Source: an optimization exercise on an open RTL-to-GDS flow (aim: small area). Production flows keep margins and buffers that such runs may drop.
Only simulation tests tie the RTL to the original design; equivalence was not proved.
Power and IR drop assume default switching activity.

==> run a <==
==> flow/design.v <==
`timescale 1ns / 1ps
module ALU_16(A, B, C, Opcode, Flags);
	input [15:0] A, B;
	input [7:0] Opcode;
	output [15:0] C;
	output [4:0] Flags;    
	wire oADD  = (Opcode == 8'h05) | (Opcode == 8'h50);
	wire oADDC = (Opcode == 8'h07);
	wire oADDU = (Opcode == 8'h06) | (Opcode == 8'h60) | (Opcode == 8'h0E) | (Opcode == 8'hE0);
	wire oSUB  = (Opcode == 8'h09) | (Opcode == 8'h90);
	wire oCMPS = (Opcode == 8'h0B) | (Opcode == 8'hB0);
	wire oCMPU = (Opcode == 8'h0D);
	wire oSHL  = (Opcode == 8'h84) | (Opcode == 8'h80) | (Opcode == 8'h86);
	wire oSHR  = (Opcode == 8'h0A) | (Opcode == 8'h82);
	wire oAND  = (Opcode == 8'h01);
	wire oOR   = (Opcode == 8'h02);
	wire oXOR  = (Opcode == 8'h03);
	wire oNOT  = (Opcode == 8'h20);
	wire oWAIT = (Opcode == 8'h00);
	wire oCMP = oCMPS | oCMPU;
	wire sub = oSUB | oCMP;
	wire oSUM = oADD | oADDC | oADDU | oSUB;
	wire [15:0] b = B ^ {16{sub}};
	wire [16:0] c;
	wire [15:0] s;
	assign c[0] = sub;
	genvar i;
	generate
		for (i = 0; i < 16; i = i + 1) begin : add
			assign s[i] = A[i] ^ b[i] ^ c[i];
			assign c[i+1] = (A[i] & b[i]) | (A[i] & c[i]) | (b[i] & c[i]);
		end
	endgenerate
	wire ovf = c[15] ^ c[16];
	wire zero = (s == 16'b0);
	wire [15:0] x, xr, y, yr;
	generate
		for (i = 0; i < 16; i = i + 1) begin : rev
			assign xr[i] = A[15-i];
			assign yr[i] = y[15-i];
		end
	endgenerate
	assign x = oSHR ? xr : A;
	assign y = (x << B[3:0]);
	wire big = (B[15:4] != 12'b0);
	wire [15:0] sh = ({16{oSHR & ~big}} & yr) | ({16{oSHL & ~big}} & y);
	assign C = ({16{oSUM}} & s)
		| sh
		| lg;
	wire t3 = oAND | oOR, t2 = oOR | oXOR, t1 = oOR | oXOR | oNOT, t0 = oNOT;
	wire [15:0] lg;
	generate
		for (i = 0; i < 16; i = i + 1) begin : lgc
			assign lg[i] = A[i] ? (B[i] ? t3 : t2) : (B[i] ? t1 : t0);
		end
	endgenerate
	assign Flags[4] = ((oADD | oADDU) & c[16]) | (oADDC & ovf);
	assign Flags[3] = oCMP & ~c[16];
	assign Flags[2] = oADD & ovf;
	assign Flags[1] = ((oSUM | oCMP) & zero) | oWAIT;
	assign Flags[0] = oCMPS & (s[15] ^ ovf);
endmodule
`timescale 1ns / 1ps
module regfile(clk, rst, Rdest, Rsrc, EnableWrite, write, A, B);
	input clk, rst, EnableWrite;
	input [3:0] Rdest, Rsrc;
	input [15:0] write;
	output reg [15:0] A, B;
	reg [15:0] R [0:15];
	reg [15:0] valid;
	wire [15:0] decA = 16'b1 << Rdest;
	wire [15:0] decB = 16'b1 << Rsrc;
	wire [15:0] we = decA & {16{EnableWrite}};
	integer i;
	always @* begin
		A = 16'b0;
		B = 16'b0;
		for (i = 0; i < 16; i = i + 1) begin
			A = A | ({16{decA[i] & valid[i]}} & R[i]);
			B = B | ({16{decB[i] & valid[i]}} & R[i]);
		end
	end
	always @(posedge clk, posedge rst) begin
		if (rst)
			valid <= 16'b0;
		else
			valid <= valid | we;
	end
	genvar g;
	generate
		for (g = 0; g < 16; g = g + 1) begin : regs
			always @(posedge clk)
				if (we[g])
					R[g] <= write;
		end
	endgenerate
endmodule
`timescale 1ns / 1ps
module CPU(clk, nextInstruction, rst, Flags, OUT, aluOutput, mem_rdata, mem_wdata, mem_we, REGA, REGB, ADDRA, FULLOP);
	input clk, rst;
	input [15:0] mem_rdata;
	output [9:0] nextInstruction, ADDRA;
	output [4:0] Flags;
	output [15:0] OUT, aluOutput, mem_wdata, REGA, REGB, FULLOP;
	output mem_we;
	reg [15:0] FullOp, NextIns, WB;
	reg [9:0] PC, addr;
	reg s0, s1;
	reg L;           
	wire sD = ~s0 & ~s1;     
	wire sR = s0 & s1;       
	wire dec = sD | sR;
	wire fet = s0 & ~s1;
	wire exe = ~s0 & s1;
	wire [7:0] op  = {FullOp[15:12], FullOp[7:4]};
	wire [7:0] nop = {NextIns[15:12], NextIns[7:4]};
	wire extz = (FullOp[7:4] == 4'b0);
	wire isSTORE = (op == 8'h44);
	wire isLOAD  = (op == 8'h40);
	wire isJ     = (op == 8'h48) | (op == 8'h4C);
	wire isCMP   = (op == 8'h0B) | (op == 8'hB0) | (op == 8'h0D);
	wire noWrite = isSTORE | isCMP | (op == 8'h00) | (op == 8'h4C);
	wire WriteReg = sD & ~noWrite;
	wire [15:0] ra, rb;
	wire [15:0] bop = extz ? {12'b0, FullOp[3:0]} : rb;
	regfile RegFile(.clk(clk), .rst(rst), .Rdest(FullOp[11:8]), .Rsrc(FullOp[3:0]),
		.EnableWrite(WriteReg), .write(WB), .A(ra), .B(rb));
	ALU_16 ALU(.A(ra), .B(bop), .C(aluOutput), .Opcode(op), .Flags(Flags));
	assign nextInstruction = PC;
	assign ADDRA = addr;
	assign OUT = WB;
	assign mem_wdata = WB;
	assign mem_we = sD & isSTORE;
	assign REGA = ra;
	assign REGB = bop;
	assign FULLOP = FullOp;
	wire njump = sD & ((nop == 8'h48) | ((nop == 8'h4C) & ~L));
	wire [9:0] pc1 = PC + 10'd1;
	always @(posedge clk)
		if (fet)
			NextIns <= mem_rdata;
	always @(posedge clk, posedge rst) begin
		if (rst) begin
			s0 <= 1'b1;
			s1 <= 1'b1;
			FullOp <= 16'b0;
			WB <= 16'b0;
			PC <= 10'h3FF;
			addr <= 10'b0;
			L <= 1'b0;
		end else begin
			s0 <= dec;
			s1 <= fet;
			if (sD)
				FullOp <= NextIns;
			if (dec) begin
				if (njump)
					addr <= rb[9:0];
				else begin
					PC <= pc1;
					addr <= pc1;
				end
			end
			if (fet) begin
				if (isCMP)
					L <= Flags[3];
				if (isLOAD)
					addr <= rb[9:0];
			end
			if (exe) begin
				if (isSTORE) begin
					addr <= ra[9:0];
					WB <= rb;
				end else if (isLOAD)
					WB <= mem_rdata;
				else if (isJ) begin
					WB <= {6'b0, PC};
					PC <= rb[9:0];
				end else
					WB <= aluOutput;
			end
		end
	end
endmodule
==> flow/flow/run.sh <==
#!/bin/bash
# Own layout flow: the standard layout with these changes.
#  1. synthesis (my_synth.tcl) is the standard synthesis except that Yosys's
#     extract_fa step is skipped and abc maps the logic with flow/area.abc,
#     an area-oriented script; the registers are those of the standard synthesis.
#  2. port buffers are buf_1 cells instead of the default.
#  3. CTS uses clkbuf_8 buffers and no dummy loads.
# Each tool's output goes to a log file in this folder.
set -euo pipefail
W=$PWD
F=$W/flow
MY_NO_FA=1 make -C "$FLOW_HOME" DESIGN_CONFIG=$W/config.mk WORK_HOME=$W/orfs CLKGATE_MAP_FILE= \
  SYNTH_SCRIPT=$F/my_synth.tcl MY_ABC_SCRIPT=$F/area.abc synth > $W/synth.log 2>&1
export BUFFER_PORTS_ARGS="-buffer_cell sky130_fd_sc_hd__buf_1"
export CTS_ARGS="-sink_clustering_enable -repair_clock_nets -buf_list sky130_fd_sc_hd__clkbuf_8 -dont_use_dummy_load"
bash $W/standard.sh > $W/layout.log 2>&1
==> flow/flow/area.abc <==
strash
dc2
&get -n
&st
&dch -f
&nf -a -p -R 1000
&put
topo
==> flow/flow/my_synth.tcl <==
proc synth {args} { yosys synth -nofsm -noshare {*}$args }
set f [open $::env(SCRIPTS_DIR)/synth.tcl]; set t [read $f]; close $f
set old {log_cmd abc {*}$abc_args}
if { [string first $old $t] < 0 } { error "abc call not found in synth.tcl" }
set t [string map [list $old {log_cmd abc {*}[lreplace $abc_args 1 1 $::env(MY_ABC_SCRIPT)]}] $t]
if { [info exists ::env(MY_NO_FA)] && $::env(MY_NO_FA) } {
  set old2 {extract_fa {*}[dont_use_extract_fa_args]}
  if { [string first $old2 $t] < 0 } { error "extract_fa call not found in synth.tcl" }
  set t [string map [list $old2 {}] $t]
}
set p $::env(OBJECTS_DIR)/synth_patched.tcl
set f [open $p w]; puts -nonewline $f $t; close $f
source $p
# left out here: clear keep_hierarchy, flatten, clean up, hide names made inside functions, write 1_2_yosys.v
==> flow/standard.sh <==
#!/bin/bash
# synth_recipe.tcl (not shown) runs the flow's synth.tcl, then flattens the netlist and writes it again
# the make line also repeats each setting of config.mk as NAME=value (left out here)
make -C /OpenROAD-flow-scripts/flow DESIGN_CONFIG=/design/flow/config.mk WORK_HOME=/design/flow/orfs CLKGATE_MAP_FILE= SYNTH_SCRIPT=/design/flow/synth_recipe.tcl "${@:-finish}"
==> flow/config.mk <==
export PLATFORM = sky130hd
export DESIGN_NAME = CPU
export DESIGN_NICKNAME = CPU
export VERILOG_FILES = /design/flow/design.v
export SDC_FILE = /design/flow/constraint.sdc
export NUM_CORES = 4
export LEC_CHECK = 0
export ABC_AREA = 1
export CAP_MARGIN = 20
export CORE_MARGIN = 2
export CORE_UTILIZATION = 40
export GPL_TIMING_DRIVEN = 0
export PLACE_DENSITY = 0.6
export SLEW_MARGIN = 20
==> flow/constraint.sdc <==
create_clock -name core_clock -period 12.0 [get_ports {clk}]
set_input_delay 2.4000 -clock core_clock [delete_from_list [all_inputs] [get_ports {clk}]]
set_output_delay 2.4000 -clock core_clock [all_outputs]
set_load 0.01 [all_outputs]
==> inputs of run b, as changes to run a <==
==> flow/flow/run.sh (replaced) <==
#!/bin/bash
# Own layout flow: the standard layout with these changes.
#  1. synthesis (my_synth.tcl) is the standard synthesis except that Yosys's
#     extract_fa step is skipped and abc maps the logic with flow/area.abc,
#     an area-oriented script; the registers are those of the standard synthesis.
#  2. port buffers are buf_1 cells instead of the default.
#  3. the resize step's repair uses only drive strengths 1 and 2 (pre_resize.tcl).
#  4. CTS uses clkbuf_8 buffers, clusters of up to 12 sinks and no dummy loads.
# Each tool's output goes to a log file in this folder.
set -euo pipefail
W=$PWD
F=$W/flow
MY_NO_FA=1 make -C "$FLOW_HOME" DESIGN_CONFIG=$W/config.mk WORK_HOME=$W/orfs CLKGATE_MAP_FILE= \
  SYNTH_SCRIPT=$F/my_synth.tcl MY_ABC_SCRIPT=$F/area.abc synth > $W/synth.log 2>&1
export PRE_RESIZE_TCL=$F/pre_resize.tcl
export BUFFER_PORTS_ARGS="-buffer_cell sky130_fd_sc_hd__buf_1"
export CTS_ARGS="-sink_clustering_enable -repair_clock_nets -buf_list sky130_fd_sc_hd__clkbuf_8 -dont_use_dummy_load -sink_clustering_size 12 -sink_clustering_max_diameter 60"
bash $W/standard.sh > $W/layout.log 2>&1
==> flow/flow/pre_resize.tcl (new file) <==
# Sourced before the resize step (3_4): repair_design may use only the
# smallest drive strengths, which mends slew and capacitance with less area.
set_dont_use {sky130_fd_sc_hd__*_4 sky130_fd_sc_hd__*_6 sky130_fd_sc_hd__*_8 sky130_fd_sc_hd__*_12 sky130_fd_sc_hd__*_16}
--- a/flow/config.mk
+++ b/flow/config.mk
@@ -6,9 +6,9 @@
 export NUM_CORES = 4
 export LEC_CHECK = 0
 export ABC_AREA = 1
-export CAP_MARGIN = 20
+export CAP_MARGIN = 0
 export CORE_MARGIN = 2
 export CORE_UTILIZATION = 40
 export GPL_TIMING_DRIVEN = 0
 export PLACE_DENSITY = 0.6
-export SLEW_MARGIN = 20
+export SLEW_MARGIN = 0
==> summary of the runs <==
Between run b and run a, the lower count of clock-buffer cells in the layout is in run b (gap 19). Area after synthesis is the same in run a and run b. Non-clock buffer count is the same in run b and run a. Sequential share of layout area: run b is higher than run a (2.1 points). Final cell count: run b is smaller than run a (0.90%). Of run b and run a, run a has the higher worst hold slack (gap 0.0059 ns). In run a the clock power is higher than in run b, by 26%. In run a the global-route usage is higher than in run b, by 0.33 points. Die area is the same in run b and run a.
==> figures <==
| quantity | run a | run b |
|---|---|---|
| Status | no timing/DRC/antenna violations | no timing/DRC/antenna violations |
| Area occupied by multi-input gates | 6745 um^2 | 6623 um^2 |
| Worst setup slack before clock tree synthesis | 0.2891 ns | 0.4324 ns |
| Number of cells traversed by the worst register-to-register path | 26 | 29 |
| Critical path depth in cells | 25 | 28 |
| Number of fill cells in the layout | 3632 | 3683 |
| Worst rel slew slack | 17.27% | 11.31% |
| Length of the first detailed-routing pass in iterations | 11 | 9 |
| Fraction of final layout cells sized beyond drive strength 1 | 12.83% | 11.45% |
| Count of non-filler cells in the finished layout | 2106 | 2087 |
| Share of the final layout cell area in multi-input gates | 34.68% | 35.42% |
| Share of the core filled with cells | 47.64% | 45.80% |
| Static Leak | 6.556 nW | 6.333 nW |
| Met1 Wirelength | 25.08 mm | 24.75 mm |
| Global Route met1 Usage | 39.89% | 40.47% |
| Non-clock buffer share | 6.754% | 5.065% |
| Peak per-stage delay on the critical path | 0.73 ns | 0.62 ns |
| Register share of total power | 60.9% | 66.1% |
| Proportion of cell area occupied by registers | 51.21% | 53.28% |
| Transition time at the pin with the least slew margin | 1.241 ns | 1.330 ns |

separate check: timing with driven ports:
The flow's constraints put no driver on any port. The routed layouts listed below were extracted and timed again, unchanged, in two steps. Step 1 (the two cells are an assumption about what drives the block):
set clk [get_ports {clk}]
set_driving_cell -lib_cell sky130_fd_sc_hd__clkbuf_16 $clk
set_driving_cell -lib_cell sky130_fd_sc_hd__buf_2 [delete_from_list [all_inputs] $clk]
Step 2 moves the port delays by t, midway between the first and last clock arrival at a register: inputs arrive t later, outputs are due t later. That takes back most of the time a late clock gives input paths. Slacks: ideal ports / drivers / drivers and shift; pairs: ideal ports / drivers.
run | shift t [ns] | setup WS [ns] | latest minus earliest clock arrival (ns)
run a | 0.649 | 0.442 / 0.390 / 1.038 | 0.051 / 0.051
run b | 0.591 | 0.416 / 0.368 / 0.959 | 0.060 / 0.060
After both steps setup and hold are still met in every run listed.
